What follows belongs to an exercise in optimizing a design on an open flow for small area and a short achievable clock period; a production flow would make more cautious choices.
In this exercise RTL edits were held to simulation tests only and were not proved equivalent to the original.

`design/flow/config.mk`:
```
export PLATFORM = sky130hd
export DESIGN_NAME = vedic_multiplier_32x32_pipelined
export DESIGN_NICKNAME = vedic_multiplier_32x32_pipelined
export VERILOG_FILES = /design/flow/design.v
export SDC_FILE = /design/flow/constraint.sdc
export NUM_CORES = 4
export LEC_CHECK = 0
export CAP_MARGIN = 20
export CORE_MARGIN = 2
export CORE_UTILIZATION = 40
export SLEW_MARGIN = 20
```
`design/flow/run.sh`:
```
#!/bin/bash
# synth_recipe.tcl (not shown) runs the flow's synth.tcl, then flattens the netlist and writes it again
# the make line also repeats each setting of config.mk as NAME=value (left out here)
make -C /OpenROAD-flow-scripts/flow DESIGN_CONFIG=/design/flow/config.mk WORK_HOME=/design/flow/orfs CLKGATE_MAP_FILE= SYNTH_SCRIPT=/design/flow/synth_recipe.tcl finish
```
`design/flow/constraint.sdc`:
```
create_clock -name core_clock -period 11.5 [get_ports {clk}]
set_input_delay 2.3000 -clock core_clock [delete_from_list [all_inputs] [get_ports {clk}]]
set_output_delay 2.3000 -clock core_clock [all_outputs]
set_load 0.01 [all_outputs]
```
`design/flow/design.v`:
```
module half_adder(a, b, sum, carry);
	input a, b;
	output sum, carry;
	assign sum = a^b;
	assign carry = a&b;
endmodule
module add4b(a,b,sum);
	input [3:0] a,b;
	output [3:0] sum;
	wire [3:0] sum;
	assign sum = a + b;
endmodule
module add6b(a, b, sum);
	input [5:0] a,b;
	output [5:0] sum;
	wire [5:0] sum;
	assign sum = a + b;
endmodule
module add8b(a,b,sum);
	input [7:0] a,b;
	output [7:0] sum;
	wire [7:0] sum;
	assign sum = a + b;
endmodule
module add12b(a,b,sum);
	input [11:0] a,b;
	output [11:0] sum;
	wire [11:0] sum;
	assign sum = a + b;
endmodule
module add16b(a,b,sum);
	input [15:0] a,b;
	output [15:0] sum;
	wire [15:0] sum;
	assign sum = a + b;
endmodule
module add24b(a,b,sum);
	input [23:0] a,b;
	output [23:0] sum;
	wire [23:0] sum;
	assign sum = a + b;
endmodule
module add32b(a,b,sum);
	input [31:0] a,b;
	output [31:0] sum;
	wire [31:0] sum;
	assign sum = a + b;
endmodule
module add48b (
    input [47:0] a,
    input [47:0] b,
    output [47:0] sum
);
    assign sum = a + b;
endmodule
module vedic_multiplier_2x2(a, b, result_2x2);
	input[1:0] a, b;
	output[3:0] result_2x2;
	wire[3:0] temp;
	assign result_2x2[0] = a[0] & b[0];
	assign temp[0] = a[0] & b[1];
	assign temp[1] = a[1] & b[0];
	assign temp[2] = a[1] & b[1];
	half_adder h1(temp[0], temp[1], result_2x2[1], temp[3]);
	half_adder h2(temp[2], temp[3], result_2x2[2], result_2x2[3]);
endmodule
module vedic_multiplier_4x4(a, b, result_4x4);
	input[3:0] a, b;
	output[7:0] result_4x4;
	wire[3:0] q0, q1, q2, q3, w0, w1;
	wire[5:0] w2, w3, w4, w5, w6;
	vedic_multiplier_2x2 v2_0(a[1:0], b[1:0], q0[3:0]);
	vedic_multiplier_2x2 v2_1(a[1:0], b[3:2], q1[3:0]);
	vedic_multiplier_2x2 v2_2(a[3:2], b[1:0], q2[3:0]);
	vedic_multiplier_2x2 v2_3(a[3:2], b[3:2], q3[3:0]);
	assign w0[3:0] = {2'b0, q0[3:2]};
	add4b a4_0(w0[3:0], q1[3:0], w1[3:0]);
	assign w2 = {2'b0, q2[3:0]};
	assign w3 = {q3[3:0], 2'b0};
	add6b a6_0(w2, w3, w4);
	assign w5 = {2'b0, w1[3:0]};
	add6b a6_1(w4, w5, w6);
	assign result_4x4[7:2] = w6[5:0];
	assign result_4x4[1:0] = q0[1:0];
endmodule
module vedic_multiplier_8x8(a, b, result_8x8);
	input[7:0] a, b;
	output[15:0] result_8x8;
	wire[15:0] q0, q1, q2, q3;
	wire[7:0] w0, w1;
	wire[11:0] w2, w3, w4, w5, w6;
	vedic_multiplier_4x4 v4_0(a[3:0], b[3:0], q0[15:0]);
	vedic_multiplier_4x4 v4_1(a[3:0], b[7:4], q1[15:0]);
	vedic_multiplier_4x4 v4_2(a[7:4], b[3:0], q2[15:0]);
	vedic_multiplier_4x4 v4_3(a[7:4], b[7:4], q3[15:0]);
   assign w0[7:0] = {4'b0, q0[7:4]};
	add8b a8_0(w0, q1, w1);
	assign w2 = {4'b0, q2[7:0]};
	assign w3 = {q3[7:0], 4'b0};
	add12b a12_0(w2, w3, w4);
	assign w5 = {4'b0, w1[7:0]};
	add12b a12_1(w4, w5, w6);
	assign result_8x8[15:4] = w6[11:0];
	assign result_8x8[3:0] = q0[3:0];
endmodule
module vedic_multiplier_16x16(a, b, result_16x16);
	input[15:0] a, b;
	output[31:0] result_16x16;
	wire[15:0] q0, q1, q2, q3;
	wire[15:0] w0, w1;
	wire[23:0] w2, w3, w4, w5, w6;
	vedic_multiplier_8x8 v8_0(a[7:0], b[7:0], q0[15:0]);
	vedic_multiplier_8x8 v8_1(a[7:0], b[15:8], q1[15:0]);
	vedic_multiplier_8x8 v8_2(a[15:8], b[7:0], q2[15:0]);
	vedic_multiplier_8x8 v8_3(a[15:8], b[15:8], q3[15:0]);
   assign w0[15:0] = {8'b0, q0[15:8]};
	add16b a16_0(w0, q1, w1);
	assign w2 = {8'b0, q2[15:0]};
	assign w3 = {q3[15:0], 8'b0};
	add24b a24_0(w2, w3, w4);
	assign w5 = {8'b0, w1[15:0]};
	add24b a24_1(w4, w5, w6);
	assign result_16x16[31:8] = w6[23:0];
	assign result_16x16[7:0] = q0[7:0];
endmodule
module vedic_multiplier_32x32_pipelined(
    input clk,
    input [31:0] a, b,
    output reg [63:0] result_32x32
);
    wire [31:0] q0, q1, q2, q3;
    reg [31:0] q0_reg, q1_reg, q2_reg, q3_reg;
    reg [31:0] w1_reg;
    reg [47:0] w2, w3, w4_reg, w5_reg, w6_reg;
    reg [15:0] lo_d1, lo_d2, lo_d3;
    vedic_multiplier_16x16 v16_0(.a(a[15:0]), .b(b[15:0]), .result_16x16(q0));
    vedic_multiplier_16x16 v16_1(.a(a[15:0]), .b(b[31:16]), .result_16x16(q1));
    vedic_multiplier_16x16 v16_2(.a(a[31:16]), .b(b[15:0]), .result_16x16(q2));
    vedic_multiplier_16x16 v16_3(.a(a[31:16]), .b(b[31:16]), .result_16x16(q3));
    always @(posedge clk) begin
        q0_reg <= q0;
        q1_reg <= q1;
        q2_reg <= q2;
        q3_reg <= q3;
    end
    always @(posedge clk) begin
        w1_reg <= {16'b0, q0_reg[31:16]} + q1_reg;
    end
    always @(posedge clk) begin
        w2 <= {16'b0, q2_reg};
        w3 <= {q3_reg, 16'b0};
        w4_reg <= w2 + w3;
    end
    always @(posedge clk) begin
        w5_reg <= {16'b0, w1_reg};
        w6_reg <= w4_reg + w5_reg;
    end
    always @(posedge clk) begin
        lo_d1 <= q0_reg[15:0];
        lo_d2 <= lo_d1;
        lo_d3 <= lo_d2;
    end
	 always @(posedge clk) begin
	     result_32x32[63:16] <= w6_reg;
        result_32x32[15:0] <= lo_d3;
	 end 
endmodule
```
==> summary.txt <==
==> routing by layer <==
layer / up-vias / global-route usage (%)
met2: 572 / 32.9
met3: 157 / 2.67
li1: 23409 / -
met4: 6 / 4.37
met5: - / 0
met1: 21841 / 25.5
==> worst max-delay path, delay by kind of cell <==
| family | cells | cell delay [ns] |
|---|---|---|
| compound gates | 13 | 2.16 |
| buf+inv | 6 | 0.97 |
| fa+ha+maj | 12 | 4.14 |
| xor+xnor | 6 | 0.90 |
| simple gates | 9 | 1.23 |
==> stage by stage <==
stage	area, um^2	TNS (ns)
2_1_floorplan	62200	0
3_3_place_gp	68600	-16.20
3_5_place_dp	68600	-21.61
4_1_cts	70500	-0.0209
5_1_grt	71100	-0.700
6_report	71100	0
==> cells in the final DEF, fill, tap and decap left out, types with 36 or more instances in the layout <==
master / n
a21oi_1: 320
o21ai_0: 89
dfxtp_1: 464
inv_1: 786
nor2_1: 170
xnor2_1: 546
buf_4: 427
o21bai_1: 36
nand2_1: 247
fa_1: 385
xor2_1: 195
a21o_1: 291
o21a_1: 51
and2_1: 971
nor3_1: 45
clkbuf_16: 52
clkdlybuf4s50_1: 127
nand3_1: 57
ha_1: 1463
nor2b_1: 56
==> final cells by class <==
| class | count | area [um^2] | share of cell area (%) |
|---|---|---|---|
| Antenna cell | 1 | 2.50 | 0.00352 |
| Clock buffer | 61 | 1360 | 1.91 |
| Clock inverter | 36 | 459 | 0.646 |
| Inverter | 787 | 2950 | 4.16 |
| Multi-Input combinational cell | 5349 | 49800 | 70.0 |
| Sequential cell | 464 | 9290 | 13.1 |
| Tap cell | 2044 | 2560 | 3.60 |
| Timing Repair Buffer | 566 | 4690 | 6.60 |
==> logic make-up (layout without fill, tap and decap cells) <==
group	count (synthesis)	after routing	share of synthesized area (%)
AND/OR/NAND/NOR	1714	1714	15.4
flip-flops	464	464	14.9
multiplexers	4	4	0.0644
buffers and inverters	988	1450	5.96
other	0	1	0
adder cells (fa/ha/maj)	1867	1867	42.3
AO/OA/AOI/OAI	1007	1007	10.6
XOR/XNOR	757	757	10.7
==> worst max path at each step <==
stage / startpoint / to / slack, ns / depth (start not counted)
2_1_floorplan: a[0] / q1_reg[29]$_DFF_P_ / 0.19 / 43
3_3_place_gp: b[17] / q3_reg[30]$_DFF_P_ / -0.74 / 48
3_5_place_dp: b[17] / q3_reg[31]$_DFF_P_ / -0.95 / 47
4_1_cts: b[17] / q3_reg[30]$_DFF_P_ / -0.02 / 48
5_1_grt: a[1] / q1_reg[26]$_DFF_P_ / -0.12 / 47
6_report: a[1] / q1_reg[29]$_DFF_P_ / 0.40 / 46
==> repair_timing <==
action,CTS,global route
buffers inserted,0,8
endpoints found under the setup margin,9,46
resized for setup,7,124
pin swaps,1,59
==> summary.txt <==
GPL Wtd Cong -> 0.890
Hold-fix buffers, CTS -> 0
gr ovfl total -> 0
# port buffers -> 128
Clock Pin Slew Worst Setup and Hold Paths -> 0.06 ns
DRC errors left -> 0
WL met3 -> 6.59 mm
Max Cap Viol -> 0
Total Wirelength -> 151 mm
floorplan row count -> 144
Most used DFF post-synth -> dfxtp_1
Hold Path Sink -> w3[26]$_DFF_P_
EDFF count, synth -> 0
global-route wire length before repair -> 245 mm
reg-to-reg endpoint -> w1_reg[18]$_DFF_P_
cts bufs inserted -> 52
Final Max Tran Viols -> 0
clock sinks -> 464
Reg2Reg Setup Slack -> 7.96 ns
Final nets -> 9152
critical path's most frequent cell -> ha_1
Top Layer Used -> met5
Via-to-Cell Ratio -> 4.94
total global-route track usage -> 19.2%
vias in the first global route -> 47.7k
Critical Path Sink Type -> flop
crit-path max FO -> 5
Core Area -> 154000 um^2
Area contributors post-synth -> ha_1 30%, dfxtp_1 15%, fa_1 13%, and2_1 9.8%, xnor2_1 7.9%
Largest register FFs -> 64
fmax -> 90.1 MHz
Max-slew headroom -> 34.6%
Initial Util -> 40.3%
Syn Area/Cell -> 9.15 um^2
1st-pass router iterations -> 5
area delta synth->final -> 14.2%
fin worst setup slack -> 0.401 ns
count leader, synth -> ha_1
Synth area leader -> ha_1
Post-synth top cells -> 1472 x ha_1, 971 x and2_1, 787 x inv_1
Fillers -> 14.8k
Die Ht -> 398 um
WS Path Type -> in -> reg
Async S/R FF share, synth -> 0%
Syn Nets -> 8733
non-filler cells, final -> 9308
CTS tree -> built
post-layout min period -> 11.10 ns
DP HPWL -> 125 mm
Mapped Area -> 62200 um^2
Root Buffer -> clkbuf_16
largest net degree at the start of global routing -> 33
Yosys top cell area share -> 29.6%
WHS -> 0.306 ns
Setup WS pre-CTS -> -0.950 ns
Chip Width -> 398 um
vias -> 46.0k
WL met2 -> 68.6 mm
R2R depth -> 10
Met1 Wirelength -> 71.7 mm
crit path max-delay cell type -> fa_2
Yosys cell types -> 75
register area share after synthesis -> 14.9%
clock skew -> 0.0432 ns
CTS H-tree lvls -> 2
share of cells above drive strength 1 -> 9.09%
Period Utilization, post-route -> 96.5%
Worst EP arrival -> 11.69 ns
Critical Path Start Type -> input pin
status -> no timing/DRC/antenna violations
Worst Min Path Start -> q3_reg[10]$_DFF_P_
Max Root-Sink Buffers -> 3
cells after synthesis -> 6801
Hold Crit Depth -> 0
full die area -> 159000 um^2
final setup violation count -> 0
Inst Count DP -> 9202
initial antenna violation count -> 12
DR WL/cell -> 16.2 um
YS warnings -> 6
DRT iter0 DRCs -> 1739
Worst-Margin Slew -> 0.978 ns
worst hold path type -> reg -> reg
CP Data Required Time -> 12.09 ns
worst reg2reg startpoint -> q1_reg[1]$_DFF_P_
Crit path largest cell delay -> 0.57 ns
fin util -> 46.1%
Post-DRT Antenna Nets -> 0
worst skew pair latency -> 0.66 ns
IO Pins -> 129
Yosys reg bits -> 464
Final Hold Viols -> 0

[separate check: timing with driven ports]
No port has a modelled driver above. Below, the same layout with a new extraction and two added sets of constraints. Step 1, drivers: a clkbuf_16 drives clk and a buf_2 each remaining input, both assumed. Step 2 moves the port delays by t, midway between the first and last clock arrival at a register: inputs arrive t later, outputs are due t later. That takes back most of the time a late clock gives input paths. a / b / c = ideal ports / drivers / drivers and shift; a / b = the first two.
t, ns: 0.716
slack for setup (ns): 0.401 / 0.430 / -0.287
hold WS [ns]: 0.306 / 0.306 / 0.306
Met with ideal ports but missed after step 2: setup timing in this run. The setup slack of this run moves by +0.029 ns with the drivers and by -0.688 ns with both steps.
